This is an optimization exercise on Yosys and OpenROAD, whose aim is small area, not a production implementation. RTL that was checked went through simulation tests only; none was proved equivalent to the original. The RTL of run 1 was laid out without a check of its function. Power is estimated from default activity; no workload was simulated.

==> flow/design.v, too long to show whole: its modules and the start of the top module <==
// module p_fa: 4 lines
// module p_fac: 4 lines
// module p_ha: 4 lines
// module p_nor2: 3 lines
// module p_or2: 3 lines
// module p_and2: 3 lines
// module p_inv: 3 lines
// module p_xor2: 3 lines
// module p_xnor2: 3 lines
// module p_xor3: 3 lines
// module p_a222oi: 3 lines
// module magnitude_wrapper: 1020 lines
module magnitude_wrapper(
	input aclk,
	input aresetn,
	input s_i_data_valid,
	output reg s_o_data_ready,
	input [31:0] s_i_data,
	output reg m_o_data_valid,
	input m_i_data_ready,
	output [31:0] m_o_data
    );
  // ...
==> flow/flow/run.sh <==
#!/bin/bash
# Standard layout, but the port buffers are the smallest plain buffer and
# the clock tree uses smaller buffers without dummy loads.
set -euo pipefail
export BUFFER_PORTS_ARGS="-buffer_cell sky130_fd_sc_hd__buf_1"
export CTS_ARGS="-sink_clustering_enable -repair_clock_nets -dont_use_dummy_load -buf_list sky130_fd_sc_hd__clkbuf_8"
bash standard.sh finish > standard_flow.log 2>&1
==> flow/standard.sh <==
#!/bin/bash
# synth_recipe.tcl (not shown) runs the flow's synth.tcl, then flattens the netlist and writes it again
# the make line also repeats each setting of config.mk as NAME=value (left out here)
make -C /OpenROAD-flow-scripts/flow DESIGN_CONFIG=/design/flow/config.mk WORK_HOME=/design/flow/orfs CLKGATE_MAP_FILE= SYNTH_SCRIPT=/design/flow/synth_recipe.tcl "${@:-finish}"
==> flow/config.mk <==
export PLATFORM = sky130hd
export DESIGN_NAME = magnitude_wrapper
export DESIGN_NICKNAME = magnitude_wrapper
export VERILOG_FILES = /design/flow/design.v
export SDC_FILE = /design/flow/constraint.sdc
export NUM_CORES = 4
export LEC_CHECK = 0
export CAP_MARGIN = 20
export CORE_MARGIN = 2
export CORE_UTILIZATION = 40
export SLEW_MARGIN = 20
export SYNTH_HIERARCHICAL = 1
export SYNTH_MINIMUM_KEEP_SIZE = 0
==> flow/constraint.sdc <==
create_clock -name core_clock -period 10.0 [get_ports {aclk}]
set_input_delay 2.0000 -clock core_clock [delete_from_list [all_inputs] [get_ports {aclk}]]
set_output_delay 2.0000 -clock core_clock [all_outputs]
set_load 0.01 [all_outputs]
==> results.txt, run 1 <==
CTS tree yes; post-route setup slack 0.662 ns; DR pass1 iterations 6; hold path endpoint ack; dominant cells by area after synthesis fa_1 (38%), dfxtp_1 (25%), edfxtp_1 (7.3%); Worst-Skew Late Latency 0.41 ns; Detail Route Antenna Nets 0; Inserted Clock Buffers 9; Max Slew Vio Count 0; most frequent cells in the layout fa_1 (135), nor2_1 (108), dfxtp_1 (89); top-count cell post-synth fa_1; final-layout fill cell count 1604; M3 GR Usage 3.85%; Critical Path RT 10.29 ns; fmax 107 MHz; r2r setup slk 1.45 ns; first-pass GRT wire length 26.5 mm; sequential power share 23.0%; met1 Use GR 24.0%; fraction of standard cell area that is sequential 29.2%; vias in the first global route 5240; Place WS 0.276 ns; clk pwr 0.000213 W; Post-Place Cells 871; Sink Count 106; post-synthesis xor/xnor area fraction 0.374%; post-synthesis compound-gate area fraction 7.48%; status no timing/DRC/antenna violations; ys flop type dfxtp_1; deepest clock path buffer count 2; uppermost layer routed met4; Int Pwr 0.00167 W; wire length on met3 849 µm; Core Rows 48; Mapped Cells 564; Comb power frac 69.9%; Sw Pwr 0.00132 W; Worst slew margin 46.8%; CP max-delay cell a222oi_1; simple-gate share of the synthesized area 10.5%; Die ar. 0.0187 mm²; floorplan die height 137 µm; Final setup viols 0
==> module magnitude_wrapper, before the edit <==
module magnitude_wrapper(
	input aclk,
	input aresetn,
	input s_i_data_valid,
	output reg s_o_data_ready,
	input [31:0] s_i_data,
	output reg m_o_data_valid,
	input m_i_data_ready,
	output [31:0] m_o_data
    );
	reg start, ack;
	reg f2, f3;
	reg [15:0] a_re, a_im;
	reg [31:0] p;         
	reg [31:0] cn;        
	reg pc_12, cnc_12;
	wire tc_12, cvc_12, cdc_12;
	reg pc_20, cnc_20;
	wire tc_20, cvc_20, cdc_20;
	wire acc = s_i_data_valid & ~ack;
	wire [15:0] xn;       
	wire [31:0] t;        
	wire [31:0] cv;       
	wire [31:0] mo;
	wire [31:0] cd;
	wire sel_re = f2;
	wire f1 = start & ~ack;
	wire sel_im = f1 | f3;
	wire sel_pin = ~ack & ~start;
	wire pm = f1 | (ack & ~f2);
	wire ld_t = m_i_data_ready & f3;
	wire ld_p = m_i_data_ready & ~f3;
	wire hold = ~m_i_data_ready;
	p_a222oi um0 (.a1(sel_re), .a2(a_re[0]), .b1(sel_im), .b2(a_im[0]), .c1(sel_pin), .c2(s_i_data[0]), .y(xn[0]));
	p_a222oi um1 (.a1(sel_re), .a2(a_re[1]), .b1(sel_im), .b2(a_im[1]), .c1(sel_pin), .c2(s_i_data[1]), .y(xn[1]));
	p_a222oi um2 (.a1(sel_re), .a2(a_re[2]), .b1(sel_im), .b2(a_im[2]), .c1(sel_pin), .c2(s_i_data[2]), .y(xn[2]));
	p_a222oi um3 (.a1(sel_re), .a2(a_re[3]), .b1(sel_im), .b2(a_im[3]), .c1(sel_pin), .c2(s_i_data[3]), .y(xn[3]));
	p_a222oi um4 (.a1(sel_re), .a2(a_re[4]), .b1(sel_im), .b2(a_im[4]), .c1(sel_pin), .c2(s_i_data[4]), .y(xn[4]));
	p_a222oi um5 (.a1(sel_re), .a2(a_re[5]), .b1(sel_im), .b2(a_im[5]), .c1(sel_pin), .c2(s_i_data[5]), .y(xn[5]));
	p_a222oi um6 (.a1(sel_re), .a2(a_re[6]), .b1(sel_im), .b2(a_im[6]), .c1(sel_pin), .c2(s_i_data[6]), .y(xn[6]));
	p_a222oi um7 (.a1(sel_re), .a2(a_re[7]), .b1(sel_im), .b2(a_im[7]), .c1(sel_pin), .c2(s_i_data[7]), .y(xn[7]));
	p_a222oi um8 (.a1(sel_re), .a2(a_re[8]), .b1(sel_im), .b2(a_im[8]), .c1(sel_pin), .c2(s_i_data[8]), .y(xn[8]));
	p_a222oi um9 (.a1(sel_re), .a2(a_re[9]), .b1(sel_im), .b2(a_im[9]), .c1(sel_pin), .c2(s_i_data[9]), .y(xn[9]));
	p_a222oi um10 (.a1(sel_re), .a2(a_re[10]), .b1(sel_im), .b2(a_im[10]), .c1(sel_pin), .c2(s_i_data[10]), .y(xn[10]));
	p_a222oi um11 (.a1(sel_re), .a2(a_re[11]), .b1(sel_im), .b2(a_im[11]), .c1(sel_pin), .c2(s_i_data[11]), .y(xn[11]));
	p_a222oi um12 (.a1(sel_re), .a2(a_re[12]), .b1(sel_im), .b2(a_im[12]), .c1(sel_pin), .c2(s_i_data[12]), .y(xn[12]));
	p_a222oi um13 (.a1(sel_re), .a2(a_re[13]), .b1(sel_im), .b2(a_im[13]), .c1(sel_pin), .c2(s_i_data[13]), .y(xn[13]));
	p_a222oi um14 (.a1(sel_re), .a2(a_re[14]), .b1(sel_im), .b2(a_im[14]), .c1(sel_pin), .c2(s_i_data[14]), .y(xn[14]));
	p_a222oi um15 (.a1(sel_re), .a2(a_re[15]), .b1(sel_im), .b2(a_im[15]), .c1(sel_pin), .c2(s_i_data[15]), .y(xn[15]));
	assign t[0] = s_734;
	assign t[1] = s_737;
	assign t[2] = s_740;
	assign t[3] = s_743;
	assign t[4] = s_746;
	assign t[5] = s_749;
	assign t[6] = s_752;
	assign t[7] = s_755;
	assign t[8] = s_758;
	assign t[9] = s_761;
	assign t[10] = s_764;
	assign t[11] = s_767;
	assign t[12] = s_770;
	assign t[13] = s_773;
	assign t[14] = s_776;
	assign t[15] = s_779;
	assign t[16] = s_782;
	assign t[17] = s_785;
	assign t[18] = s_788;
	assign t[19] = s_791;
	assign t[20] = s_611;
	assign t[21] = s_629;
	assign t[22] = s_647;
	assign t[23] = s_662;
	assign t[24] = s_677;
	assign t[25] = s_689;
	assign t[26] = s_701;
	assign t[27] = s_710;
	assign t[28] = s_719;
	assign t[29] = s_725;
	assign t[30] = s_731;
	assign t[31] = s_798;
	assign tc_12 = c_768;
	assign tc_20 = c_792;
	p_a222oi uc0 (.a1(ld_t), .a2(t[0]), .b1(ld_p), .b2(p[0]), .c1(hold), .c2(cv[0]), .y(cd[0]));
	p_inv ui0 (.a(cn[0]), .y(cv[0]));
	p_a222oi uc1 (.a1(ld_t), .a2(t[1]), .b1(ld_p), .b2(p[1]), .c1(hold), .c2(cv[1]), .y(cd[1]));
	p_inv ui1 (.a(cn[1]), .y(cv[1]));
	p_a222oi uc2 (.a1(ld_t), .a2(t[2]), .b1(ld_p), .b2(p[2]), .c1(hold), .c2(cv[2]), .y(cd[2]));
	p_inv ui2 (.a(cn[2]), .y(cv[2]));
	p_a222oi uc3 (.a1(ld_t), .a2(t[3]), .b1(ld_p), .b2(p[3]), .c1(hold), .c2(cv[3]), .y(cd[3]));
	p_inv ui3 (.a(cn[3]), .y(cv[3]));
	p_a222oi uc4 (.a1(ld_t), .a2(t[4]), .b1(ld_p), .b2(p[4]), .c1(hold), .c2(cv[4]), .y(cd[4]));
	p_inv ui4 (.a(cn[4]), .y(cv[4]));
	p_a222oi uc5 (.a1(ld_t), .a2(t[5]), .b1(ld_p), .b2(p[5]), .c1(hold), .c2(cv[5]), .y(cd[5]));
	p_inv ui5 (.a(cn[5]), .y(cv[5]));
	p_a222oi uc6 (.a1(ld_t), .a2(t[6]), .b1(ld_p), .b2(p[6]), .c1(hold), .c2(cv[6]), .y(cd[6]));
	p_inv ui6 (.a(cn[6]), .y(cv[6]));
	p_a222oi uc7 (.a1(ld_t), .a2(t[7]), .b1(ld_p), .b2(p[7]), .c1(hold), .c2(cv[7]), .y(cd[7]));
	p_inv ui7 (.a(cn[7]), .y(cv[7]));
	p_a222oi uc8 (.a1(ld_t), .a2(t[8]), .b1(ld_p), .b2(p[8]), .c1(hold), .c2(cv[8]), .y(cd[8]));
	p_inv ui8 (.a(cn[8]), .y(cv[8]));
	p_a222oi uc9 (.a1(ld_t), .a2(t[9]), .b1(ld_p), .b2(p[9]), .c1(hold), .c2(cv[9]), .y(cd[9]));
	p_inv ui9 (.a(cn[9]), .y(cv[9]));
	p_a222oi uc10 (.a1(ld_t), .a2(t[10]), .b1(ld_p), .b2(p[10]), .c1(hold), .c2(cv[10]), .y(cd[10]));
	p_inv ui10 (.a(cn[10]), .y(cv[10]));
	p_a222oi uc11 (.a1(ld_t), .a2(t[11]), .b1(ld_p), .b2(p[11]), .c1(hold), .c2(cv[11]), .y(cd[11]));
	p_inv ui11 (.a(cn[11]), .y(cv[11]));
	p_a222oi uc12 (.a1(ld_t), .a2(t[12]), .b1(ld_p), .b2(p[12]), .c1(hold), .c2(cv[12]), .y(cd[12]));
	p_inv ui12 (.a(cn[12]), .y(cv[12]));
	p_a222oi uc13 (.a1(ld_t), .a2(t[13]), .b1(ld_p), .b2(p[13]), .c1(hold), .c2(cv[13]), .y(cd[13]));
	p_inv ui13 (.a(cn[13]), .y(cv[13]));
	p_a222oi uc14 (.a1(ld_t), .a2(t[14]), .b1(ld_p), .b2(p[14]), .c1(hold), .c2(cv[14]), .y(cd[14]));
	p_inv ui14 (.a(cn[14]), .y(cv[14]));
	p_a222oi uc15 (.a1(ld_t), .a2(t[15]), .b1(ld_p), .b2(p[15]), .c1(hold), .c2(cv[15]), .y(cd[15]));
	p_inv ui15 (.a(cn[15]), .y(cv[15]));
	p_a222oi uc16 (.a1(ld_t), .a2(t[16]), .b1(ld_p), .b2(p[16]), .c1(hold), .c2(cv[16]), .y(cd[16]));
	p_inv ui16 (.a(cn[16]), .y(cv[16]));
	p_a222oi uc17 (.a1(ld_t), .a2(t[17]), .b1(ld_p), .b2(p[17]), .c1(hold), .c2(cv[17]), .y(cd[17]));
	p_inv ui17 (.a(cn[17]), .y(cv[17]));
	p_a222oi uc18 (.a1(ld_t), .a2(t[18]), .b1(ld_p), .b2(p[18]), .c1(hold), .c2(cv[18]), .y(cd[18]));
	p_inv ui18 (.a(cn[18]), .y(cv[18]));
	p_a222oi uc19 (.a1(ld_t), .a2(t[19]), .b1(ld_p), .b2(p[19]), .c1(hold), .c2(cv[19]), .y(cd[19]));
	p_inv ui19 (.a(cn[19]), .y(cv[19]));
	p_a222oi uc20 (.a1(ld_t), .a2(t[20]), .b1(ld_p), .b2(p[20]), .c1(hold), .c2(cv[20]), .y(cd[20]));
	p_inv ui20 (.a(cn[20]), .y(cv[20]));
	p_a222oi uc21 (.a1(ld_t), .a2(t[21]), .b1(ld_p), .b2(p[21]), .c1(hold), .c2(cv[21]), .y(cd[21]));
	p_inv ui21 (.a(cn[21]), .y(cv[21]));
	p_a222oi uc22 (.a1(ld_t), .a2(t[22]), .b1(ld_p), .b2(p[22]), .c1(hold), .c2(cv[22]), .y(cd[22]));
	p_inv ui22 (.a(cn[22]), .y(cv[22]));
	p_a222oi uc23 (.a1(ld_t), .a2(t[23]), .b1(ld_p), .b2(p[23]), .c1(hold), .c2(cv[23]), .y(cd[23]));
	p_inv ui23 (.a(cn[23]), .y(cv[23]));
	p_a222oi uc24 (.a1(ld_t), .a2(t[24]), .b1(ld_p), .b2(p[24]), .c1(hold), .c2(cv[24]), .y(cd[24]));
	p_inv ui24 (.a(cn[24]), .y(cv[24]));
	p_a222oi uc25 (.a1(ld_t), .a2(t[25]), .b1(ld_p), .b2(p[25]), .c1(hold), .c2(cv[25]), .y(cd[25]));
	p_inv ui25 (.a(cn[25]), .y(cv[25]));
	p_a222oi uc26 (.a1(ld_t), .a2(t[26]), .b1(ld_p), .b2(p[26]), .c1(hold), .c2(cv[26]), .y(cd[26]));
	p_inv ui26 (.a(cn[26]), .y(cv[26]));
	p_a222oi uc27 (.a1(ld_t), .a2(t[27]), .b1(ld_p), .b2(p[27]), .c1(hold), .c2(cv[27]), .y(cd[27]));
	p_inv ui27 (.a(cn[27]), .y(cv[27]));
	p_a222oi uc28 (.a1(ld_t), .a2(t[28]), .b1(ld_p), .b2(p[28]), .c1(hold), .c2(cv[28]), .y(cd[28]));
	p_inv ui28 (.a(cn[28]), .y(cv[28]));
	p_a222oi uc29 (.a1(ld_t), .a2(t[29]), .b1(ld_p), .b2(p[29]), .c1(hold), .c2(cv[29]), .y(cd[29]));
	p_inv ui29 (.a(cn[29]), .y(cv[29]));
	p_a222oi uc30 (.a1(ld_t), .a2(t[30]), .b1(ld_p), .b2(p[30]), .c1(hold), .c2(cv[30]), .y(cd[30]));
	p_inv ui30 (.a(cn[30]), .y(cv[30]));
	p_a222oi uc31 (.a1(ld_t), .a2(t[31]), .b1(ld_p), .b2(p[31]), .c1(hold), .c2(cv[31]), .y(cd[31]));
	p_inv ui31 (.a(cn[31]), .y(cv[31]));
	p_a222oi ucc12 (.a1(ld_t), .a2(tc_12), .b1(ld_p), .b2(pc_12), .c1(hold), .c2(cvc_12), .y(cdc_12));
	p_inv uic12 (.a(cnc_12), .y(cvc_12));
	p_a222oi ucc20 (.a1(ld_t), .a2(tc_20), .b1(ld_p), .b2(pc_20), .c1(hold), .c2(cvc_20), .y(cdc_20));
	p_inv uic20 (.a(cnc_20), .y(cvc_20));
	assign mo[0] = cv[0];
	assign mo[1] = cv[1];
	assign mo[2] = cv[2];
	assign mo[3] = cv[3];
	assign mo[4] = cv[4];
	assign mo[5] = cv[5];
	assign mo[6] = cv[6];
	assign mo[7] = cv[7];
	assign mo[8] = cv[8];
	assign mo[9] = cv[9];
	assign mo[10] = cv[10];
	assign mo[11] = cv[11];
	assign m_o_data = mo;
	wire dg_1;
	wire pp_3;
	wire pp_5;
	wire pp_7;
	wire pp_9;
	wire pp_11;
	wire pp_13;
	wire pp_15;
	wire pp_17;
	wire pp_19;
	wire pp_21;
	wire pp_23;
	wire pp_25;
	wire pp_27;
	wire pp_29;
	wire pp_31;
	wire dg_33;
	wire pp_35;
	wire pp_37;
	wire pp_39;
	wire pp_41;
	wire pp_43;
	wire pp_45;
	wire pp_47;
	wire pp_49;
	wire pp_51;
	wire pp_53;
	wire pp_55;
	wire pp_57;
	wire pp_59;
	wire pp_61;
	wire dg_63;
	wire pp_65;
	wire pp_67;
	wire pp_69;
	wire pp_71;
	wire pp_73;
	wire pp_75;
	wire pp_77;
	wire pp_79;
	wire pp_81;
	wire pp_83;
	wire pp_85;
	wire pp_87;
	wire pp_89;
	wire dg_91;
	wire pp_93;
	wire pp_95;
	wire pp_97;
	wire pp_99;
	wire pp_101;
	wire pp_103;
	wire pp_105;
	wire pp_107;
	wire pp_109;
	wire pp_111;
	wire pp_113;
	wire pp_115;
	wire dg_117;
	wire pp_119;
	wire pp_121;
	wire pp_123;
	wire pp_125;
	wire pp_127;
	wire pp_129;
	wire pp_131;
	wire pp_133;
	wire pp_135;
	wire pp_137;
	wire pp_139;
	wire dg_141;
	wire pp_143;
	wire pp_145;
	wire pp_147;
	wire pp_149;
	wire pp_151;
	wire pp_153;
	wire pp_155;
	wire pp_157;
	wire pp_159;
	wire pp_161;
	wire dg_163;
	wire pp_165;
	wire pp_167;
	wire pp_169;
	wire pp_171;
	wire pp_173;
	wire pp_175;
	wire pp_177;
	wire pp_179;
	wire pp_181;
	wire dg_183;
	wire pp_185;
	wire pp_187;
	wire pp_189;
	wire pp_191;
	wire pp_193;
	wire pp_195;
	wire pp_197;
	wire pp_199;
	wire dg_201;
	wire pp_203;
	wire pp_205;
	wire pp_207;
	wire pp_209;
	wire pp_211;
	wire pp_213;
	wire pp_215;
	wire dg_217;
	wire pp_219;
	wire pp_221;
	wire pp_223;
	wire pp_225;
	wire pp_227;
	wire pp_229;
	wire dg_231;
	wire pp_233;
	wire pp_235;
	wire pp_237;
	wire pp_239;
	wire pp_241;
	wire dg_243;
	wire pp_245;
	wire pp_247;
	wire pp_249;
	wire pp_251;
	wire dg_253;
	wire pp_255;
	wire pp_257;
	wire pp_259;
	wire dg_261;
	wire pp_263;
	wire pp_265;
	wire dg_267;
	wire pp_269;
	wire dg_271;
	wire pm_273;
	wire pm_275;
	wire pm_277;
	wire pm_279;
	wire pm_281;
	wire pm_283;
	wire pm_285;
	wire pm_287;
	wire pm_289;
	wire pm_291;
	wire pm_293;
	wire pm_295;
	wire pm_297;
	wire pm_299;
	wire pm_301;
	wire pm_303;
	wire pm_305;
	wire pm_307;
	wire pm_309;
	wire pm_311;
	wire pm_313;
	wire pm_315;
	wire pm_317;
	wire pm_319;
	wire pm_321;
	wire pm_323;
	wire pm_325;
	wire pm_327;
	wire pm_329;
	wire pm_331;
	wire pm_333;
	wire pm_335;
	wire pmc_337;
	wire pmc_339;
	wire s_341;
	wire c_342;
	wire s_344;
	wire c_345;
	wire s_347;
	wire c_348;
	wire s_350;
	wire c_351;
	wire s_353;
	wire c_354;
	wire s_356;
	wire c_357;
	wire s_359;
	wire c_360;
	wire s_362;
	wire c_363;
	wire s_365;
	wire c_366;
	wire s_368;
	wire c_369;
	wire s_371;
	wire c_372;
	wire s_374;
	wire c_375;
	wire s_377;
	wire c_378;
	wire s_380;
	wire c_381;
	wire s_383;
	wire c_384;
	wire s_386;
	wire c_387;
	wire s_389;
	wire c_390;
	wire s_392;
	wire c_393;
	wire s_395;
	wire c_396;
	wire s_398;
	wire c_399;
	wire s_401;
	wire c_402;
	wire s_404;
	wire c_405;
	wire s_407;
	wire c_408;
	wire s_410;
	wire c_411;
	wire s_413;
	wire c_414;
	wire s_416;
	wire c_417;
	wire s_419;
	wire c_420;
	wire s_422;
	wire c_423;
	wire s_425;
	wire c_426;
	wire s_428;
	wire c_429;
	wire s_431;
	wire c_432;
	wire s_434;
	wire c_435;
	wire s_437;
	wire c_438;
	wire s_440;
	wire c_441;
	wire s_443;
	wire c_444;
	wire s_446;
	wire c_447;
	wire s_449;
	wire c_450;
	wire s_452;
	wire c_453;
	wire s_455;
	wire c_456;
	wire s_458;
	wire c_459;
	wire s_461;
	wire c_462;
	wire s_464;
	wire c_465;
	wire s_467;
	wire c_468;
	wire s_470;
	wire c_471;
	wire s_473;
	wire c_474;
	wire s_476;
	wire c_477;
	wire s_479;
	wire c_480;
	wire s_482;
	wire c_483;
	wire s_485;
	wire c_486;
	wire s_488;
	wire c_489;
	wire s_491;
	wire c_492;
	wire s_494;
	wire c_495;
	wire s_497;
	wire c_498;
	wire s_500;
	wire c_501;
	wire s_503;
	wire c_504;
	wire s_506;
	wire c_507;
	wire s_509;
	wire c_510;
	wire s_512;
	wire c_513;
	wire s_515;
	wire c_516;
	wire s_518;
	wire c_519;
	wire s_521;
	wire c_522;
	wire s_524;
	wire c_525;
	wire s_527;
	wire c_528;
	wire s_530;
	wire c_531;
	wire s_533;
	wire c_534;
	wire s_536;
	wire c_537;
	wire s_539;
	wire c_540;
	wire s_542;
	wire c_543;
	wire s_545;
	wire c_546;
	wire s_548;
	wire c_549;
	wire s_551;
	wire c_552;
	wire s_554;
	wire c_555;
	wire s_557;
	wire c_558;
	wire s_560;
	wire c_561;
	wire s_563;
	wire c_564;
	wire s_566;
	wire c_567;
	wire s_569;
	wire c_570;
	wire s_572;
	wire c_573;
	wire s_575;
	wire c_576;
	wire s_578;
	wire c_579;
	wire s_581;
	wire c_582;
	wire s_584;
	wire c_585;
	wire s_587;
	wire c_588;
	wire s_590;
	wire c_591;
	wire s_593;
	wire c_594;
	wire s_596;
	wire c_597;
	wire s_599;
	wire c_600;
	wire s_602;
	wire c_603;
	wire s_605;
	wire c_606;
	wire s_608;
	wire c_609;
	wire s_611;
	wire c_612;
	wire s_614;
	wire c_615;
	wire s_617;
	wire c_618;
	wire s_620;
	wire c_621;
	wire s_623;
	wire c_624;
	wire s_626;
	wire c_627;
	wire s_629;
	wire c_630;
	wire s_632;
	wire c_633;
	wire s_635;
	wire c_636;
	wire s_638;
	wire c_639;
	wire s_641;
	wire c_642;
	wire s_644;
	wire c_645;
	wire s_647;
	wire c_648;
	wire s_650;
	wire c_651;
	wire s_653;
	wire c_654;
	wire s_656;
	wire c_657;
	wire s_659;
	wire c_660;
	wire s_662;
	wire c_663;
	wire s_665;
	wire c_666;
	wire s_668;
	wire c_669;
	wire s_671;
	wire c_672;
	wire s_674;
	wire c_675;
	wire s_677;
	wire c_678;
	wire s_680;
	wire c_681;
	wire s_683;
	wire c_684;
	wire s_686;
	wire c_687;
	wire s_689;
	wire c_690;
	wire s_692;
	wire c_693;
	wire s_695;
	wire c_696;
	wire s_698;
	wire c_699;
	wire s_701;
	wire c_702;
	wire s_704;
	wire c_705;
	wire s_707;
	wire c_708;
	wire s_710;
	wire c_711;
	wire s_713;
	wire c_714;
	wire s_716;
	wire c_717;
	wire s_719;
	wire c_720;
	wire s_722;
	wire c_723;
	wire s_725;
	wire c_726;
	wire s_728;
	wire c_729;
	wire s_731;
	wire c_732;
	wire s_734;
	wire c_735;
	wire s_737;
	wire c_738;
	wire s_740;
	wire c_741;
	wire s_743;
	wire c_744;
	wire s_746;
	wire c_747;
	wire s_749;
	wire c_750;
	wire s_752;
	wire c_753;
	wire s_755;
	wire c_756;
	wire s_758;
	wire c_759;
	wire s_761;
	wire c_762;
	wire s_764;
	wire c_765;
	wire s_767;
	wire c_768;
	wire s_770;
	wire c_771;
	wire s_773;
	wire c_774;
	wire s_776;
	wire c_777;
	wire s_779;
	wire c_780;
	wire s_782;
	wire c_783;
	wire s_785;
	wire c_786;
	wire s_788;
	wire c_789;
	wire s_791;
	wire c_792;
	wire s_794;
	wire s_796;
	wire s_798;
	wire e_800;
	wire e_802;
	wire e_804;
	wire e_806;
	wire e_808;
	wire e_810;
	wire e_812;
	wire e_814;
	wire e_816;
	wire e_818;
	wire e_820;
	wire e_822;
	wire e_824;
	wire e_826;
	wire e_828;
	wire e_830;
	wire e_832;
	wire e_834;
	wire e_836;
  p_inv u2 (.a(xn[0]), .y(dg_1));
  p_nor2 u4 (.a(xn[0]), .b(xn[1]), .y(pp_3));
  p_nor2 u6 (.a(xn[0]), .b(xn[2]), .y(pp_5));
  p_nor2 u8 (.a(xn[0]), .b(xn[3]), .y(pp_7));
  p_nor2 u10 (.a(xn[0]), .b(xn[4]), .y(pp_9));
  p_nor2 u12 (.a(xn[0]), .b(xn[5]), .y(pp_11));
  p_nor2 u14 (.a(xn[0]), .b(xn[6]), .y(pp_13));
  p_nor2 u16 (.a(xn[0]), .b(xn[7]), .y(pp_15));
  p_nor2 u18 (.a(xn[0]), .b(xn[8]), .y(pp_17));
  p_nor2 u20 (.a(xn[0]), .b(xn[9]), .y(pp_19));
  p_nor2 u22 (.a(xn[0]), .b(xn[10]), .y(pp_21));
  p_nor2 u24 (.a(xn[0]), .b(xn[11]), .y(pp_23));
  p_nor2 u26 (.a(xn[0]), .b(xn[12]), .y(pp_25));
  p_nor2 u28 (.a(xn[0]), .b(xn[13]), .y(pp_27));
  p_nor2 u30 (.a(xn[0]), .b(xn[14]), .y(pp_29));
  p_or2 u32 (.a(xn[0]), .b(xn[15]), .y(pp_31));
  p_inv u34 (.a(xn[1]), .y(dg_33));
  p_nor2 u36 (.a(xn[1]), .b(xn[2]), .y(pp_35));
  p_nor2 u38 (.a(xn[1]), .b(xn[3]), .y(pp_37));
  p_nor2 u40 (.a(xn[1]), .b(xn[4]), .y(pp_39));
  p_nor2 u42 (.a(xn[1]), .b(xn[5]), .y(pp_41));
  p_nor2 u44 (.a(xn[1]), .b(xn[6]), .y(pp_43));
  p_nor2 u46 (.a(xn[1]), .b(xn[7]), .y(pp_45));
  p_nor2 u48 (.a(xn[1]), .b(xn[8]), .y(pp_47));
  p_nor2 u50 (.a(xn[1]), .b(xn[9]), .y(pp_49));
  p_nor2 u52 (.a(xn[1]), .b(xn[10]), .y(pp_51));
  p_nor2 u54 (.a(xn[1]), .b(xn[11]), .y(pp_53));
  p_nor2 u56 (.a(xn[1]), .b(xn[12]), .y(pp_55));
  p_nor2 u58 (.a(xn[1]), .b(xn[13]), .y(pp_57));
  p_nor2 u60 (.a(xn[1]), .b(xn[14]), .y(pp_59));
  p_or2 u62 (.a(xn[1]), .b(xn[15]), .y(pp_61));
  p_inv u64 (.a(xn[2]), .y(dg_63));
  p_nor2 u66 (.a(xn[2]), .b(xn[3]), .y(pp_65));
  p_nor2 u68 (.a(xn[2]), .b(xn[4]), .y(pp_67));
  p_nor2 u70 (.a(xn[2]), .b(xn[5]), .y(pp_69));
  p_nor2 u72 (.a(xn[2]), .b(xn[6]), .y(pp_71));
  p_nor2 u74 (.a(xn[2]), .b(xn[7]), .y(pp_73));
  p_nor2 u76 (.a(xn[2]), .b(xn[8]), .y(pp_75));
  p_nor2 u78 (.a(xn[2]), .b(xn[9]), .y(pp_77));
  p_nor2 u80 (.a(xn[2]), .b(xn[10]), .y(pp_79));
  p_nor2 u82 (.a(xn[2]), .b(xn[11]), .y(pp_81));
  p_nor2 u84 (.a(xn[2]), .b(xn[12]), .y(pp_83));
  p_nor2 u86 (.a(xn[2]), .b(xn[13]), .y(pp_85));
  p_nor2 u88 (.a(xn[2]), .b(xn[14]), .y(pp_87));
  p_or2 u90 (.a(xn[2]), .b(xn[15]), .y(pp_89));
  p_inv u92 (.a(xn[3]), .y(dg_91));
  p_nor2 u94 (.a(xn[3]), .b(xn[4]), .y(pp_93));
  p_nor2 u96 (.a(xn[3]), .b(xn[5]), .y(pp_95));
  p_nor2 u98 (.a(xn[3]), .b(xn[6]), .y(pp_97));
  p_nor2 u100 (.a(xn[3]), .b(xn[7]), .y(pp_99));
  p_nor2 u102 (.a(xn[3]), .b(xn[8]), .y(pp_101));
  p_nor2 u104 (.a(xn[3]), .b(xn[9]), .y(pp_103));
  p_nor2 u106 (.a(xn[3]), .b(xn[10]), .y(pp_105));
  p_nor2 u108 (.a(xn[3]), .b(xn[11]), .y(pp_107));
  p_nor2 u110 (.a(xn[3]), .b(xn[12]), .y(pp_109));
  p_nor2 u112 (.a(xn[3]), .b(xn[13]), .y(pp_111));
  p_nor2 u114 (.a(xn[3]), .b(xn[14]), .y(pp_113));
  p_or2 u116 (.a(xn[3]), .b(xn[15]), .y(pp_115));
  p_inv u118 (.a(xn[4]), .y(dg_117));
  p_nor2 u120 (.a(xn[4]), .b(xn[5]), .y(pp_119));
  p_nor2 u122 (.a(xn[4]), .b(xn[6]), .y(pp_121));
  p_nor2 u124 (.a(xn[4]), .b(xn[7]), .y(pp_123));
  p_nor2 u126 (.a(xn[4]), .b(xn[8]), .y(pp_125));
  p_nor2 u128 (.a(xn[4]), .b(xn[9]), .y(pp_127));
  p_nor2 u130 (.a(xn[4]), .b(xn[10]), .y(pp_129));
  p_nor2 u132 (.a(xn[4]), .b(xn[11]), .y(pp_131));
  p_nor2 u134 (.a(xn[4]), .b(xn[12]), .y(pp_133));
  p_nor2 u136 (.a(xn[4]), .b(xn[13]), .y(pp_135));
  p_nor2 u138 (.a(xn[4]), .b(xn[14]), .y(pp_137));
  p_or2 u140 (.a(xn[4]), .b(xn[15]), .y(pp_139));
  p_inv u142 (.a(xn[5]), .y(dg_141));
  p_nor2 u144 (.a(xn[5]), .b(xn[6]), .y(pp_143));
  p_nor2 u146 (.a(xn[5]), .b(xn[7]), .y(pp_145));
  p_nor2 u148 (.a(xn[5]), .b(xn[8]), .y(pp_147));
  p_nor2 u150 (.a(xn[5]), .b(xn[9]), .y(pp_149));
  p_nor2 u152 (.a(xn[5]), .b(xn[10]), .y(pp_151));
  p_nor2 u154 (.a(xn[5]), .b(xn[11]), .y(pp_153));
  p_nor2 u156 (.a(xn[5]), .b(xn[12]), .y(pp_155));
  p_nor2 u158 (.a(xn[5]), .b(xn[13]), .y(pp_157));
  p_nor2 u160 (.a(xn[5]), .b(xn[14]), .y(pp_159));
  p_or2 u162 (.a(xn[5]), .b(xn[15]), .y(pp_161));
  p_inv u164 (.a(xn[6]), .y(dg_163));
  p_nor2 u166 (.a(xn[6]), .b(xn[7]), .y(pp_165));
  p_nor2 u168 (.a(xn[6]), .b(xn[8]), .y(pp_167));
  p_nor2 u170 (.a(xn[6]), .b(xn[9]), .y(pp_169));
  p_nor2 u172 (.a(xn[6]), .b(xn[10]), .y(pp_171));
  p_nor2 u174 (.a(xn[6]), .b(xn[11]), .y(pp_173));
  p_nor2 u176 (.a(xn[6]), .b(xn[12]), .y(pp_175));
  p_nor2 u178 (.a(xn[6]), .b(xn[13]), .y(pp_177));
  p_nor2 u180 (.a(xn[6]), .b(xn[14]), .y(pp_179));
  p_or2 u182 (.a(xn[6]), .b(xn[15]), .y(pp_181));
  p_inv u184 (.a(xn[7]), .y(dg_183));
  p_nor2 u186 (.a(xn[7]), .b(xn[8]), .y(pp_185));
  p_nor2 u188 (.a(xn[7]), .b(xn[9]), .y(pp_187));
  p_nor2 u190 (.a(xn[7]), .b(xn[10]), .y(pp_189));
  p_nor2 u192 (.a(xn[7]), .b(xn[11]), .y(pp_191));
  p_nor2 u194 (.a(xn[7]), .b(xn[12]), .y(pp_193));
  p_nor2 u196 (.a(xn[7]), .b(xn[13]), .y(pp_195));
  p_nor2 u198 (.a(xn[7]), .b(xn[14]), .y(pp_197));
  p_or2 u200 (.a(xn[7]), .b(xn[15]), .y(pp_199));
  p_inv u202 (.a(xn[8]), .y(dg_201));
  p_nor2 u204 (.a(xn[8]), .b(xn[9]), .y(pp_203));
  p_nor2 u206 (.a(xn[8]), .b(xn[10]), .y(pp_205));
  p_nor2 u208 (.a(xn[8]), .b(xn[11]), .y(pp_207));
  p_nor2 u210 (.a(xn[8]), .b(xn[12]), .y(pp_209));
  p_nor2 u212 (.a(xn[8]), .b(xn[13]), .y(pp_211));
  p_nor2 u214 (.a(xn[8]), .b(xn[14]), .y(pp_213));
  p_or2 u216 (.a(xn[8]), .b(xn[15]), .y(pp_215));
  p_inv u218 (.a(xn[9]), .y(dg_217));
  p_nor2 u220 (.a(xn[9]), .b(xn[10]), .y(pp_219));
  p_nor2 u222 (.a(xn[9]), .b(xn[11]), .y(pp_221));
  p_nor2 u224 (.a(xn[9]), .b(xn[12]), .y(pp_223));
  p_nor2 u226 (.a(xn[9]), .b(xn[13]), .y(pp_225));
  p_nor2 u228 (.a(xn[9]), .b(xn[14]), .y(pp_227));
  p_or2 u230 (.a(xn[9]), .b(xn[15]), .y(pp_229));
  p_inv u232 (.a(xn[10]), .y(dg_231));
  p_nor2 u234 (.a(xn[10]), .b(xn[11]), .y(pp_233));
  p_nor2 u236 (.a(xn[10]), .b(xn[12]), .y(pp_235));
  p_nor2 u238 (.a(xn[10]), .b(xn[13]), .y(pp_237));
  p_nor2 u240 (.a(xn[10]), .b(xn[14]), .y(pp_239));
  p_or2 u242 (.a(xn[10]), .b(xn[15]), .y(pp_241));
  p_inv u244 (.a(xn[11]), .y(dg_243));
  p_nor2 u246 (.a(xn[11]), .b(xn[12]), .y(pp_245));
  p_nor2 u248 (.a(xn[11]), .b(xn[13]), .y(pp_247));
  p_nor2 u250 (.a(xn[11]), .b(xn[14]), .y(pp_249));
  p_or2 u252 (.a(xn[11]), .b(xn[15]), .y(pp_251));
  p_inv u254 (.a(xn[12]), .y(dg_253));
  p_nor2 u256 (.a(xn[12]), .b(xn[13]), .y(pp_255));
  p_nor2 u258 (.a(xn[12]), .b(xn[14]), .y(pp_257));
  p_or2 u260 (.a(xn[12]), .b(xn[15]), .y(pp_259));
  p_inv u262 (.a(xn[13]), .y(dg_261));
  p_nor2 u264 (.a(xn[13]), .b(xn[14]), .y(pp_263));
  p_or2 u266 (.a(xn[13]), .b(xn[15]), .y(pp_265));
  p_inv u268 (.a(xn[14]), .y(dg_267));
  p_or2 u270 (.a(xn[14]), .b(xn[15]), .y(pp_269));
  p_inv u272 (.a(xn[15]), .y(dg_271));
  p_and2 u274 (.a(p[0]), .b(pm), .y(pm_273));
  p_and2 u276 (.a(p[1]), .b(pm), .y(pm_275));
  p_and2 u278 (.a(p[2]), .b(pm), .y(pm_277));
  p_and2 u280 (.a(p[3]), .b(pm), .y(pm_279));
  p_and2 u282 (.a(p[4]), .b(pm), .y(pm_281));
  p_and2 u284 (.a(p[5]), .b(pm), .y(pm_283));
  p_and2 u286 (.a(p[6]), .b(pm), .y(pm_285));
  p_and2 u288 (.a(p[7]), .b(pm), .y(pm_287));
  p_and2 u290 (.a(p[8]), .b(pm), .y(pm_289));
  p_and2 u292 (.a(p[9]), .b(pm), .y(pm_291));
  p_and2 u294 (.a(p[10]), .b(pm), .y(pm_293));
  p_and2 u296 (.a(p[11]), .b(pm), .y(pm_295));
  p_and2 u298 (.a(p[12]), .b(pm), .y(pm_297));
  p_and2 u300 (.a(p[13]), .b(pm), .y(pm_299));
  p_and2 u302 (.a(p[14]), .b(pm), .y(pm_301));
  p_and2 u304 (.a(p[15]), .b(pm), .y(pm_303));
  p_and2 u306 (.a(p[16]), .b(pm), .y(pm_305));
  p_and2 u308 (.a(p[17]), .b(pm), .y(pm_307));
  p_and2 u310 (.a(p[18]), .b(pm), .y(pm_309));
  p_and2 u312 (.a(p[19]), .b(pm), .y(pm_311));
  p_and2 u314 (.a(p[20]), .b(pm), .y(pm_313));
  p_and2 u316 (.a(p[21]), .b(pm), .y(pm_315));
  p_and2 u318 (.a(p[22]), .b(pm), .y(pm_317));
  p_and2 u320 (.a(p[23]), .b(pm), .y(pm_319));
  p_and2 u322 (.a(p[24]), .b(pm), .y(pm_321));
  p_and2 u324 (.a(p[25]), .b(pm), .y(pm_323));
  p_and2 u326 (.a(p[26]), .b(pm), .y(pm_325));
  p_and2 u328 (.a(p[27]), .b(pm), .y(pm_327));
  p_and2 u330 (.a(p[28]), .b(pm), .y(pm_329));
  p_and2 u332 (.a(p[29]), .b(pm), .y(pm_331));
  p_and2 u334 (.a(p[30]), .b(pm), .y(pm_333));
  p_and2 u336 (.a(p[31]), .b(pm), .y(pm_335));
  p_and2 u338 (.a(pc_12), .b(pm), .y(pmc_337));
  p_and2 u340 (.a(pc_20), .b(pm), .y(pmc_339));
  p_fac u343 (.a(pm_305), .b(dg_201), .s(s_341), .co(c_342));
  p_fa u346 (.a(pm_277), .b(dg_33), .c(pp_3), .s(s_344), .co(c_345));
  p_fa u349 (.a(pm_279), .b(pp_5), .c(c_345), .s(s_347), .co(c_348));
  p_fa u352 (.a(pm_281), .b(dg_63), .c(pp_35), .s(s_350), .co(c_351));
  p_fa u355 (.a(pp_7), .b(s_350), .c(c_348), .s(s_353), .co(c_354));
  p_fa u358 (.a(pm_283), .b(pp_37), .c(pp_9), .s(s_356), .co(c_357));
  p_fa u361 (.a(c_351), .b(s_356), .c(c_354), .s(s_359), .co(c_360));
  p_fa u364 (.a(pm_285), .b(dg_91), .c(pp_11), .s(s_362), .co(c_363));
  p_fa u367 (.a(pp_39), .b(pp_65), .c(c_357), .s(s_365), .co(c_366));
  p_fa u370 (.a(s_362), .b(s_365), .c(c_360), .s(s_368), .co(c_369));
  p_fa u373 (.a(pm_287), .b(pp_13), .c(pp_41), .s(s_371), .co(c_372));
  p_fa u376 (.a(pp_67), .b(c_363), .c(s_371), .s(s_374), .co(c_375));
  p_fa u379 (.a(c_366), .b(s_374), .c(c_369), .s(s_377), .co(c_378));
  p_fa u382 (.a(pm_289), .b(dg_117), .c(pp_15), .s(s_380), .co(c_381));
  p_fa u385 (.a(pp_43), .b(pp_69), .c(pp_93), .s(s_383), .co(c_384));
  p_fa u388 (.a(c_372), .b(s_380), .c(s_383), .s(s_386), .co(c_387));
  p_fa u391 (.a(c_375), .b(s_386), .c(c_378), .s(s_389), .co(c_390));
  p_fa u394 (.a(pm_291), .b(pp_17), .c(pp_45), .s(s_392), .co(c_393));
  p_fa u397 (.a(pp_71), .b(pp_95), .c(c_381), .s(s_395), .co(c_396));
  p_fa u400 (.a(c_384), .b(s_392), .c(s_395), .s(s_398), .co(c_399));
  p_fa u403 (.a(c_387), .b(s_398), .c(c_390), .s(s_401), .co(c_402));
  p_fa u406 (.a(pm_293), .b(dg_141), .c(pp_119), .s(s_404), .co(c_405));
  p_fa u409 (.a(pp_19), .b(pp_47), .c(pp_73), .s(s_407), .co(c_408));
  p_fa u412 (.a(pp_97), .b(c_393), .c(s_404), .s(s_410), .co(c_411));
  p_fa u415 (.a(s_407), .b(c_396), .c(s_410), .s(s_413), .co(c_414));
  p_fa u418 (.a(c_399), .b(s_413), .c(c_402), .s(s_416), .co(c_417));
  p_fa u421 (.a(pm_295), .b(pp_121), .c(pp_21), .s(s_419), .co(c_420));
  p_fa u424 (.a(pp_49), .b(pp_75), .c(pp_99), .s(s_422), .co(c_423));
  p_fa u427 (.a(c_405), .b(c_408), .c(s_419), .s(s_425), .co(c_426));
  p_fa u430 (.a(s_422), .b(c_411), .c(s_425), .s(s_428), .co(c_429));
  p_fa u433 (.a(c_414), .b(s_428), .c(c_417), .s(s_431), .co(c_432));
  p_fa u436 (.a(pm_297), .b(pmc_337), .c(dg_163), .s(s_434), .co(c_435));
  p_fa u439 (.a(pp_101), .b(pp_123), .c(pp_143), .s(s_437), .co(c_438));
  p_fa u442 (.a(pp_23), .b(pp_51), .c(pp_77), .s(s_440), .co(c_441));
  p_fa u445 (.a(c_420), .b(s_434), .c(c_423), .s(s_443), .co(c_444));
  p_fa u448 (.a(s_437), .b(s_440), .c(c_426), .s(s_446), .co(c_447));
  p_fa u451 (.a(s_443), .b(c_429), .c(s_446), .s(s_449), .co(c_450));
  p_fa u454 (.a(pm_299), .b(pp_103), .c(pp_125), .s(s_452), .co(c_453));
  p_fa u457 (.a(pp_145), .b(pp_25), .c(pp_53), .s(s_455), .co(c_456));
  p_fa u460 (.a(pp_79), .b(c_435), .c(c_438), .s(s_458), .co(c_459));
  p_fa u463 (.a(c_441), .b(s_452), .c(s_455), .s(s_461), .co(c_462));
  p_fa u466 (.a(c_444), .b(s_458), .c(s_461), .s(s_464), .co(c_465));
  p_fa u469 (.a(c_447), .b(s_464), .c(c_450), .s(s_467), .co(c_468));
  p_fa u472 (.a(pm_301), .b(dg_183), .c(pp_105), .s(s_470), .co(c_471));
  p_fa u475 (.a(pp_127), .b(pp_147), .c(pp_165), .s(s_473), .co(c_474));
  p_fa u478 (.a(pp_27), .b(pp_55), .c(pp_81), .s(s_476), .co(c_477));
  p_fa u481 (.a(c_453), .b(c_456), .c(s_470), .s(s_479), .co(c_480));
  p_fa u484 (.a(s_473), .b(s_476), .c(c_459), .s(s_482), .co(c_483));
  p_fa u487 (.a(c_462), .b(s_479), .c(s_482), .s(s_485), .co(c_486));
  p_fa u490 (.a(c_465), .b(s_485), .c(c_468), .s(s_488), .co(c_489));
  p_fa u493 (.a(pm_303), .b(pp_107), .c(pp_129), .s(s_491), .co(c_492));
  p_fa u496 (.a(pp_149), .b(pp_167), .c(pp_29), .s(s_494), .co(c_495));
  p_fa u499 (.a(pp_57), .b(pp_83), .c(c_471), .s(s_497), .co(c_498));
  p_fa u502 (.a(c_474), .b(c_477), .c(s_491), .s(s_500), .co(c_501));
  p_fa u505 (.a(s_494), .b(c_480), .c(s_497), .s(s_503), .co(c_504));
  p_fa u508 (.a(s_500), .b(c_483), .c(s_503), .s(s_506), .co(c_507));
  p_fa u511 (.a(c_486), .b(s_506), .c(c_489), .s(s_509), .co(c_510));
  p_fa u514 (.a(pp_109), .b(pp_131), .c(pp_151), .s(s_512), .co(c_513));
  p_fa u517 (.a(pp_169), .b(pp_185), .c(pp_31), .s(s_515), .co(c_516));
  p_fa u520 (.a(pp_59), .b(pp_85), .c(s_341), .s(s_518), .co(c_519));
  p_fa u523 (.a(c_492), .b(c_495), .c(s_512), .s(s_521), .co(c_522));
  p_fa u526 (.a(s_515), .b(s_518), .c(c_498), .s(s_524), .co(c_525));
  p_fa u529 (.a(c_501), .b(s_521), .c(s_524), .s(s_527), .co(c_528));
  p_fa u532 (.a(c_504), .b(s_527), .c(c_507), .s(s_530), .co(c_531));
  p_fa u535 (.a(pm_307), .b(pp_111), .c(pp_133), .s(s_533), .co(c_534));
  p_fa u538 (.a(pp_153), .b(pp_171), .c(pp_187), .s(s_536), .co(c_537));
  p_fa u541 (.a(pp_61), .b(pp_87), .c(c_342), .s(s_539), .co(c_540));
  p_fa u544 (.a(c_513), .b(c_516), .c(s_533), .s(s_542), .co(c_543));
  p_fa u547 (.a(s_536), .b(c_519), .c(s_539), .s(s_545), .co(c_546));
  p_fa u550 (.a(c_522), .b(s_542), .c(s_545), .s(s_548), .co(c_549));
  p_fa u553 (.a(c_525), .b(s_548), .c(c_528), .s(s_551), .co(c_552));
  p_fa u556 (.a(pm_309), .b(dg_217), .c(pp_113), .s(s_554), .co(c_555));
  p_fa u559 (.a(pp_135), .b(pp_155), .c(pp_173), .s(s_557), .co(c_558));
  p_fa u562 (.a(pp_189), .b(pp_203), .c(pp_89), .s(s_560), .co(c_561));
  p_fa u565 (.a(c_534), .b(c_537), .c(s_554), .s(s_563), .co(c_564));
  p_fa u568 (.a(s_557), .b(s_560), .c(c_540), .s(s_566), .co(c_567));
  p_fa u571 (.a(c_543), .b(s_563), .c(c_546), .s(s_569), .co(c_570));
  p_fa u574 (.a(s_566), .b(c_549), .c(s_569), .s(s_572), .co(c_573));
  p_fa u577 (.a(pm_311), .b(pp_115), .c(pp_137), .s(s_575), .co(c_576));
  p_fa u580 (.a(pp_157), .b(pp_175), .c(pp_191), .s(s_578), .co(c_579));
  p_fa u583 (.a(pp_205), .b(c_555), .c(c_558), .s(s_581), .co(c_582));
  p_fa u586 (.a(c_561), .b(s_575), .c(s_578), .s(s_584), .co(c_585));
  p_fa u589 (.a(c_564), .b(s_581), .c(c_567), .s(s_587), .co(c_588));
  p_fa u592 (.a(s_584), .b(c_570), .c(s_587), .s(s_590), .co(c_591));
  p_fa u595 (.a(pm_313), .b(pmc_339), .c(dg_231), .s(s_593), .co(c_594));
  p_fa u598 (.a(pp_139), .b(pp_159), .c(pp_177), .s(s_596), .co(c_597));
  p_fa u601 (.a(pp_193), .b(pp_207), .c(pp_219), .s(s_599), .co(c_600));
  p_fa u604 (.a(c_576), .b(s_593), .c(c_579), .s(s_602), .co(c_603));
  p_fa u607 (.a(s_596), .b(s_599), .c(c_582), .s(s_605), .co(c_606));
  p_fa u610 (.a(c_585), .b(s_602), .c(s_605), .s(s_608), .co(c_609));
  p_fa u613 (.a(c_588), .b(s_608), .c(c_591), .s(s_611), .co(c_612));
  p_fa u616 (.a(pm_315), .b(pp_161), .c(pp_179), .s(s_614), .co(c_615));
  p_fa u619 (.a(pp_195), .b(pp_209), .c(pp_221), .s(s_617), .co(c_618));
  p_fa u622 (.a(c_594), .b(c_597), .c(c_600), .s(s_620), .co(c_621));
  p_fa u625 (.a(s_614), .b(s_617), .c(c_603), .s(s_623), .co(c_624));
  p_fa u628 (.a(s_620), .b(c_606), .c(s_623), .s(s_626), .co(c_627));
  p_fa u631 (.a(c_609), .b(s_626), .c(c_612), .s(s_629), .co(c_630));
  p_fa u634 (.a(pm_317), .b(dg_243), .c(pp_181), .s(s_632), .co(c_633));
  p_fa u637 (.a(pp_197), .b(pp_211), .c(pp_223), .s(s_635), .co(c_636));
  p_fa u640 (.a(pp_233), .b(c_615), .c(c_618), .s(s_638), .co(c_639));
  p_fa u643 (.a(s_632), .b(s_635), .c(c_621), .s(s_641), .co(c_642));
  p_fa u646 (.a(s_638), .b(c_624), .c(s_641), .s(s_644), .co(c_645));
  p_fa u649 (.a(c_627), .b(s_644), .c(c_630), .s(s_647), .co(c_648));
  p_fa u652 (.a(pm_319), .b(pp_199), .c(pp_213), .s(s_650), .co(c_651));
  p_fa u655 (.a(pp_225), .b(pp_235), .c(c_633), .s(s_653), .co(c_654));
  p_fa u658 (.a(c_636), .b(s_650), .c(c_639), .s(s_656), .co(c_657));
  p_fa u661 (.a(s_653), .b(c_642), .c(s_656), .s(s_659), .co(c_660));
  p_fa u664 (.a(c_645), .b(s_659), .c(c_648), .s(s_662), .co(c_663));
  p_fa u667 (.a(pm_321), .b(dg_253), .c(pp_215), .s(s_665), .co(c_666));
  p_fa u670 (.a(pp_227), .b(pp_237), .c(pp_245), .s(s_668), .co(c_669));
  p_fa u673 (.a(c_651), .b(s_665), .c(s_668), .s(s_671), .co(c_672));
  p_fa u676 (.a(c_654), .b(s_671), .c(c_657), .s(s_674), .co(c_675));
  p_fa u679 (.a(c_660), .b(s_674), .c(c_663), .s(s_677), .co(c_678));
  p_fa u682 (.a(pm_323), .b(pp_229), .c(pp_239), .s(s_680), .co(c_681));
  p_fa u685 (.a(pp_247), .b(c_666), .c(c_669), .s(s_683), .co(c_684));
  p_fa u688 (.a(s_680), .b(c_672), .c(s_683), .s(s_686), .co(c_687));
  p_fa u691 (.a(s_686), .b(c_675), .c(c_678), .s(s_689), .co(c_690));
  p_fa u694 (.a(pm_325), .b(dg_261), .c(pp_241), .s(s_692), .co(c_693));
  p_fa u697 (.a(pp_249), .b(pp_255), .c(c_681), .s(s_695), .co(c_696));
  p_fa u700 (.a(s_692), .b(c_684), .c(s_695), .s(s_698), .co(c_699));
  p_fa u703 (.a(c_687), .b(s_698), .c(c_690), .s(s_701), .co(c_702));
  p_fa u706 (.a(pm_327), .b(pp_251), .c(pp_257), .s(s_704), .co(c_705));
  p_fa u709 (.a(c_693), .b(s_704), .c(c_696), .s(s_707), .co(c_708));
  p_fa u712 (.a(c_699), .b(s_707), .c(c_702), .s(s_710), .co(c_711));
  p_fa u715 (.a(pm_329), .b(dg_267), .c(pp_259), .s(s_713), .co(c_714));
  p_fa u718 (.a(pp_263), .b(c_705), .c(s_713), .s(s_716), .co(c_717));
  p_fa u721 (.a(s_716), .b(c_708), .c(c_711), .s(s_719), .co(c_720));
  p_fa u724 (.a(pm_331), .b(pp_265), .c(c_714), .s(s_722), .co(c_723));
  p_fa u727 (.a(c_717), .b(s_722), .c(c_720), .s(s_725), .co(c_726));
  p_fa u730 (.a(pm_333), .b(dg_271), .c(pp_269), .s(s_728), .co(c_729));
  p_fa u733 (.a(s_728), .b(c_723), .c(c_726), .s(s_731), .co(c_732));
  p_ha u736 (.a(pm_273), .b(dg_1), .s(s_734), .co(c_735));
  p_ha u739 (.a(pm_275), .b(c_735), .s(s_737), .co(c_738));
  p_ha u742 (.a(c_738), .b(s_344), .s(s_740), .co(c_741));
  p_ha u745 (.a(c_741), .b(s_347), .s(s_743), .co(c_744));
  p_ha u748 (.a(c_744), .b(s_353), .s(s_746), .co(c_747));
  p_ha u751 (.a(c_747), .b(s_359), .s(s_749), .co(c_750));
  p_ha u754 (.a(c_750), .b(s_368), .s(s_752), .co(c_753));
  p_ha u757 (.a(c_753), .b(s_377), .s(s_755), .co(c_756));
  p_ha u760 (.a(c_756), .b(s_389), .s(s_758), .co(c_759));
  p_ha u763 (.a(c_759), .b(s_401), .s(s_761), .co(c_762));
  p_ha u766 (.a(c_762), .b(s_416), .s(s_764), .co(c_765));
  p_ha u769 (.a(c_765), .b(s_431), .s(s_767), .co(c_768));
  p_ha u772 (.a(s_449), .b(c_432), .s(s_770), .co(c_771));
  p_ha u775 (.a(s_467), .b(c_771), .s(s_773), .co(c_774));
  p_ha u778 (.a(s_488), .b(c_774), .s(s_776), .co(c_777));
  p_ha u781 (.a(s_509), .b(c_777), .s(s_779), .co(c_780));
  p_fa u784 (.a(s_530), .b(c_510), .c(c_780), .s(s_782), .co(c_783));
  p_fa u787 (.a(s_551), .b(c_531), .c(c_783), .s(s_785), .co(c_786));
  p_fa u790 (.a(s_572), .b(c_552), .c(c_786), .s(s_788), .co(c_789));
  p_fa u793 (.a(s_590), .b(c_573), .c(c_789), .s(s_791), .co(c_792));
  p_xor2 u795 (.a(pm_335), .b(c_729), .y(s_794));
  p_xor2 u797 (.a(s_794), .b(c_732), .y(s_796));
  p_inv u799 (.a(s_796), .y(s_798));
  p_ha u801 (.a(cv[12]), .b(cvc_12), .s(mo[12]), .co(e_800));
  p_ha u803 (.a(cv[13]), .b(e_800), .s(mo[13]), .co(e_802));
  p_ha u805 (.a(cv[14]), .b(e_802), .s(mo[14]), .co(e_804));
  p_ha u807 (.a(cv[15]), .b(e_804), .s(mo[15]), .co(e_806));
  p_ha u809 (.a(cv[16]), .b(e_806), .s(mo[16]), .co(e_808));
  p_ha u811 (.a(cv[17]), .b(e_808), .s(mo[17]), .co(e_810));
  p_ha u813 (.a(cv[18]), .b(e_810), .s(mo[18]), .co(e_812));
  p_ha u815 (.a(cv[19]), .b(e_812), .s(mo[19]), .co(e_814));
  p_fa u817 (.a(cv[20]), .b(cvc_20), .c(e_814), .s(mo[20]), .co(e_816));
  p_ha u819 (.a(cv[21]), .b(e_816), .s(mo[21]), .co(e_818));
  p_ha u821 (.a(cv[22]), .b(e_818), .s(mo[22]), .co(e_820));
  p_ha u823 (.a(cv[23]), .b(e_820), .s(mo[23]), .co(e_822));
  p_ha u825 (.a(cv[24]), .b(e_822), .s(mo[24]), .co(e_824));
  p_ha u827 (.a(cv[25]), .b(e_824), .s(mo[25]), .co(e_826));
  p_ha u829 (.a(cv[26]), .b(e_826), .s(mo[26]), .co(e_828));
  p_ha u831 (.a(cv[27]), .b(e_828), .s(mo[27]), .co(e_830));
  p_ha u833 (.a(cv[28]), .b(e_830), .s(mo[28]), .co(e_832));
  p_ha u835 (.a(cv[29]), .b(e_832), .s(mo[29]), .co(e_834));
  p_ha u837 (.a(cv[30]), .b(e_834), .s(mo[30]), .co(e_836));
  p_xor2 u838 (.a(cv[31]), .b(e_836), .y(mo[31]));
	always @(posedge aclk) begin
		start <= acc | (start & ~ack & aresetn);
		s_o_data_ready <= acc | (s_o_data_ready & aresetn);
		ack <= start;
		f2 <= acc & start;
		f3 <= f2;
		if (m_i_data_ready) m_o_data_valid <= ack;
		else if (!aresetn) m_o_data_valid <= 1'b0;
		a_re <= s_i_data[15:0];
		if (acc) a_im <= s_i_data[31:16];
		p <= t;
		cn <= cd;
		pc_12 <= tc_12;
		cnc_12 <= cdc_12;
		pc_20 <= tc_20;
		cnc_20 <= cdc_20;
	end
endmodule
==> run 2: changes to the inputs <==
--- a/flow/design.v
+++ b/flow/design.v
@@ -47,3 +47,3 @@
 	reg start, ack;
-	reg f2, f3;
+	reg f1, f2, f3;
 	reg [15:0] a_re, a_im;
@@ -62,5 +62,4 @@
 	wire sel_re = f2;
-	wire f1 = start & ~ack;
 	wire sel_im = f1 | f3;
-	wire sel_pin = ~ack & ~start;
+	wire sel_pin = ~ack & ~f1;
 	wire pm = f1 | (ack & ~f2);
@@ -1042,2 +1041,3 @@
 		ack <= start;
+		f1 <= acc & ~start;
 		f2 <= acc & start;
==> run 2 against run 1 <==
Effect of this change: sequential share of layout area up 0.26 points; flip-flop and latch count rose by 1; hold slack got worse by 0.016 ns; non-clock buffer count decreased by 4; power decreased by 1.3%; cell area hardly changed; via count increased by 0.54%; maximum frequency rose by 0.27%; global-route usage rose by 0.36 points; critical endpoint unchanged; highest routed layer unchanged.
==> results.txt, run 2 <==
status no timing/DRC/antenna violations; Comb power frac 69.4% (-0.5 points); vias per cell 5.25; post-synthesis adder-cell area fraction 44.4%; Int Pwr 0.00165 W (-1.4%); placement-stage cell area 0.00773 mm²; register area share after synthesis 32.7%; ys async rst share 0%; number of enable flip-flop cells after synthesis 17; most common cell after layout, fill and taps aside fa_1; Detail Route Antenna Nets 0 (unchanged); Sink Count 107 (+0.94%); Final period util 93.1%; hold crit path type reg2reg; PD cells 376 mW/mm²; initial antenna violation count 0; Core Rows 48 (unchanged); critical path fanouts, max 13; Ports 70; post-synthesis mux area share 0%; HPWL Detailed 11.5 mm; Clock transition at path regs 0.11 ns; floorplan die height 137 µm (+0.27%); synth unique cells 18; post-synthesis xor/xnor area fraction 0.372% (-0.0021 points); Post-CTS Resized 0; DR iter-0 viols 320; top cell type's share of synthesized area 38.2%; sequential power share 23.4% (+0.4 points); antenna cell count 0; post-synthesis compound-gate area fraction 7.28% (-0.20 points); first-pass GRT wire length 27.5 mm (+3.7%); largest area contributor in the netlist fa_1; Root Buffer Master clkbuf_8; largest registers cn (32), p (32); RSZ-0062 raised after global routing no; Sw Pwr 0.00131 W (-1.1%); via count 4621; top cells by count, synth fa_1 (135), nor2_1 (109), dfxtp_1 (90), inv_1 (57), a222oi_1 (50); setup total negative slack 0 ns; nets 863; GRT Resource Usage Total 19.1%; Peak VDD IR 188 µV; Crit. End Element register; Buffers on Ports 69; Hold Fails Final Rpt 0; Final min period 9.31 ns; Post-route DRC 0; FF-to-FF Start f2; Die ar. 0.0187 mm² (+0.54%); Max Slew Vio Count 0 (unchanged); critical path class in2reg; YS warnings 7; #FFs+latches synth 107; top-count cell post-synth fa_1; Post-Place Cells 871 (unchanged); mean post-synth cell area 12.4 µm²; Leak 3.59 nW; Initial Utilization 40.9%; Mapped Cells 568 (+0.71%); core box area 0.0173 mm²; ys flop type dfxtp_1; CTS HTree Levels 3; Worst-Skew Late Latency 0.39 ns (-0.02 ns); layout cells sized above 1 5.65%; CTS tree yes; DRT Wirelength 15.7 mm; Worst slew margin 49.0% (+2.1 points); Hold Crit Depth 0; Slew @ Worst Pin 0.765 ns; CP arrival 9.60 ns; fin cells 880; most frequent cells in the layout fa_1 (135), nor2_1 (107), dfxtp_1 (90); pin count of the biggest net entering global routing 37; total gr overflow 0; DR pass1 iterations 5 (-1); # hold bufs at CTS 0; Clock power frac 7.2%; vias in the first global route 5378 (+2.6%); min-delay src start; Syn-to-layout area delta 11.1%; simple-gate share of the synthesized area 10.9% (+0.31 points); Sw Ratio 44.2%; crit path launch type input port; deepest clock path buffer count 2 (unchanged); dominant cells by area after synthesis fa_1 (38%), dfxtp_1 (25%), edfxtp_1 (7.2%); Mapped Nets 774; r2r setup slk 1.48 ns (+0.03 ns); r2r worst-path depth 24; worst clock skew 0.0383 ns; synthesized cell area 0.00707 mm²; wire per inst 17.9 µm; Post-CTS Setup Bufs 0; Final setup viols 0 (unchanged); Inserted Clock Buffers 9 (unchanged); largest family of logic cells by synthesized area adder cells; worst reg2reg path endpoint cn[31]; fin area 0.00786 mm²; Critical Path RT 10.29 ns (about the same); final hold slack 0.397 ns; hold path endpoint ack; maxcap violations 0; die width 137 µm; RD Place Congestion 0.841; fmax 107 MHz (+0.27%)
==> run 2: cell types whose count changed after synthesis, sizes merged <==
cell	change
nand2	+2
a21o	-1
a21oi	-1
and2	+1
dfxtp	+1
inv	+1
nand2b	+1
nor2b	-1
or2	+1
==> run 2: worst max-delay path by stage <==
| stage | startpoint | endpoint | slack (ns) | cells after the start |
|---|---|---|---|---|
| 2_1_floorplan | s_i_data[13] | cn[31] | 0.23 | 20 |
| 3_3_place_gp | s_i_data[8] | cn[31] | 0.47 | 25 |
| 3_5_place_dp | s_i_data[8] | cn[31] | 0.29 | 25 |
| 4_1_cts | s_i_data[8] | cn[31] | 0.75 | 25 |
| 5_1_grt | s_i_data[8] | cn[31] | 0.39 | 25 |
| 6_report | s_i_data[15] | cn[31] | 0.69 | 21 |
==> run 2: power groups by stage <==
stage	combinational [W]	clock, W	sequential [W]
5_1_grt	0.00236	0.000241	0.000706
4_1_cts	0.00208	0.000224	0.000690
2_1_floorplan	0.00150	0	0.000682
3_5_place_dp	0.00204	0	0.000700
6_report	0.00205	0.000213	0.000690
3_3_place_gp	0.00200	0	0.000694
==> run 2: cell type report <==
cell class / count / area [µm²]
flip-flops and latches: 107 / 2310
fillers: 1628 / 9440
multi-input cells: 391 / 4450
inverters: 58 / 218
repair buffers: 90 / 467
well taps: 225 / 282
clock buffers: 9 / 124
==> run 2: critical path, cell delays in order <==
cell and delay (ns):
buf_1 0.09, a222oi_1 0.65, buf_4 0.33, or2_1 0.16
fa_1 0.43, fa_1 0.57, fa_1 0.44, fa_1 0.42
fa_1 0.40, fa_1 0.39, fa_1 0.39, fa_1 0.40
fa_1 0.41, fa_1 0.42, fa_1 0.40, fa_1 0.39
fa_1 0.39, fa_1 0.38, xor2_1 0.16, inv_1 0.07
a222oi_1 0.31
==> run 2: modules after synthesis, one instance, submodules excluded, a selection <==
module             area [µm²]  cells inside  copies in the design  flip-flops and latches
p_nor2                   3.75             1                   105                       0
p_inv                    3.75             1                    51                       0
p_and2                   6.26             1                    34                       0
p_a222oi                 10.0             1                    50                       0
p_or2                    6.26             1                    15                       0
magnitude_wrapper        2490           136                     1                     107
p_fa                     20.0             1                   135                       0
p_xor2                   8.76             1                     3                       0
==> run 2: cell families after synthesis <==
| logic type | Yosys count |
|---|---|
| simple gates | 166 |
| fa+ha+maj | 170 |
| compound gates | 52 |
| flops | 107 |
| xor+xnor | 3 |
| buf+inv | 70 |
==> run 2: through the flow <==
| step | total power [W] | worst slack (ns) | util [%] |
|---|---|---|---|
| after floorplan | 0.00218 | 0.228 | - |
| after CTS | 0.00299 | 0.750 | 45.4 |
| after global routing | 0.00331 | 0.391 | 45.4 |
| after detailed placement | 0.00274 | 0.293 | 44.7 |
| final | 0.00296 | 0.688 | 45.4 |
| after global placement | 0.00269 | 0.473 | 44.7 |
==> run 2: per-layer routing <==
metal | routed length (µm) | part of all wire, % | GRT usage (%)
met1 | 6860 | 44 | 25.1
met2 | 7800 | 50 | 32.0
met3 | 840 | 5.3 | 4.26
met4 | 245 | 1.6 | 4.87
met5 | 0 | 0 | 0

==> what the ideal ports hide <==
No port has a modelled driver above. Below, the same layouts with a new extraction and two added sets of constraints.
Step 1 (the two cells are an assumption about what drives the block):
set clk [get_ports {aclk}]
set_driving_cell -lib_cell sky130_fd_sc_hd__clkbuf_16 $clk
set_driving_cell -lib_cell sky130_fd_sc_hd__buf_2 [delete_from_list [all_inputs] $clk]
Step 2, shift: input delay + t, output delay - t, t = (earliest + latest rising clock arrival at the registers) / 2. This alone moves slack from input paths to output paths.
Three values: ideal, step 1, step 2; two values: the first two.
run	shift t [ns]	setup WS [ns]	hold WS [ns]	slew at the worst register clock pin (ns)	worst slew at a driven data input, ns
run 1	0.427	0.662 / 0.683 / 0.255	0.413 / 0.413 / 0.413	0.12 / 0.12	0.05
run 2	0.408	0.688 / 0.700 / 0.292	0.397 / 0.397 / 0.397	0.11 / 0.11	0.04
After both steps every run listed still meets setup and hold. The setup slack of run 1, which loses most, moves by +0.021 ns with the drivers and by -0.407 ns with both steps.
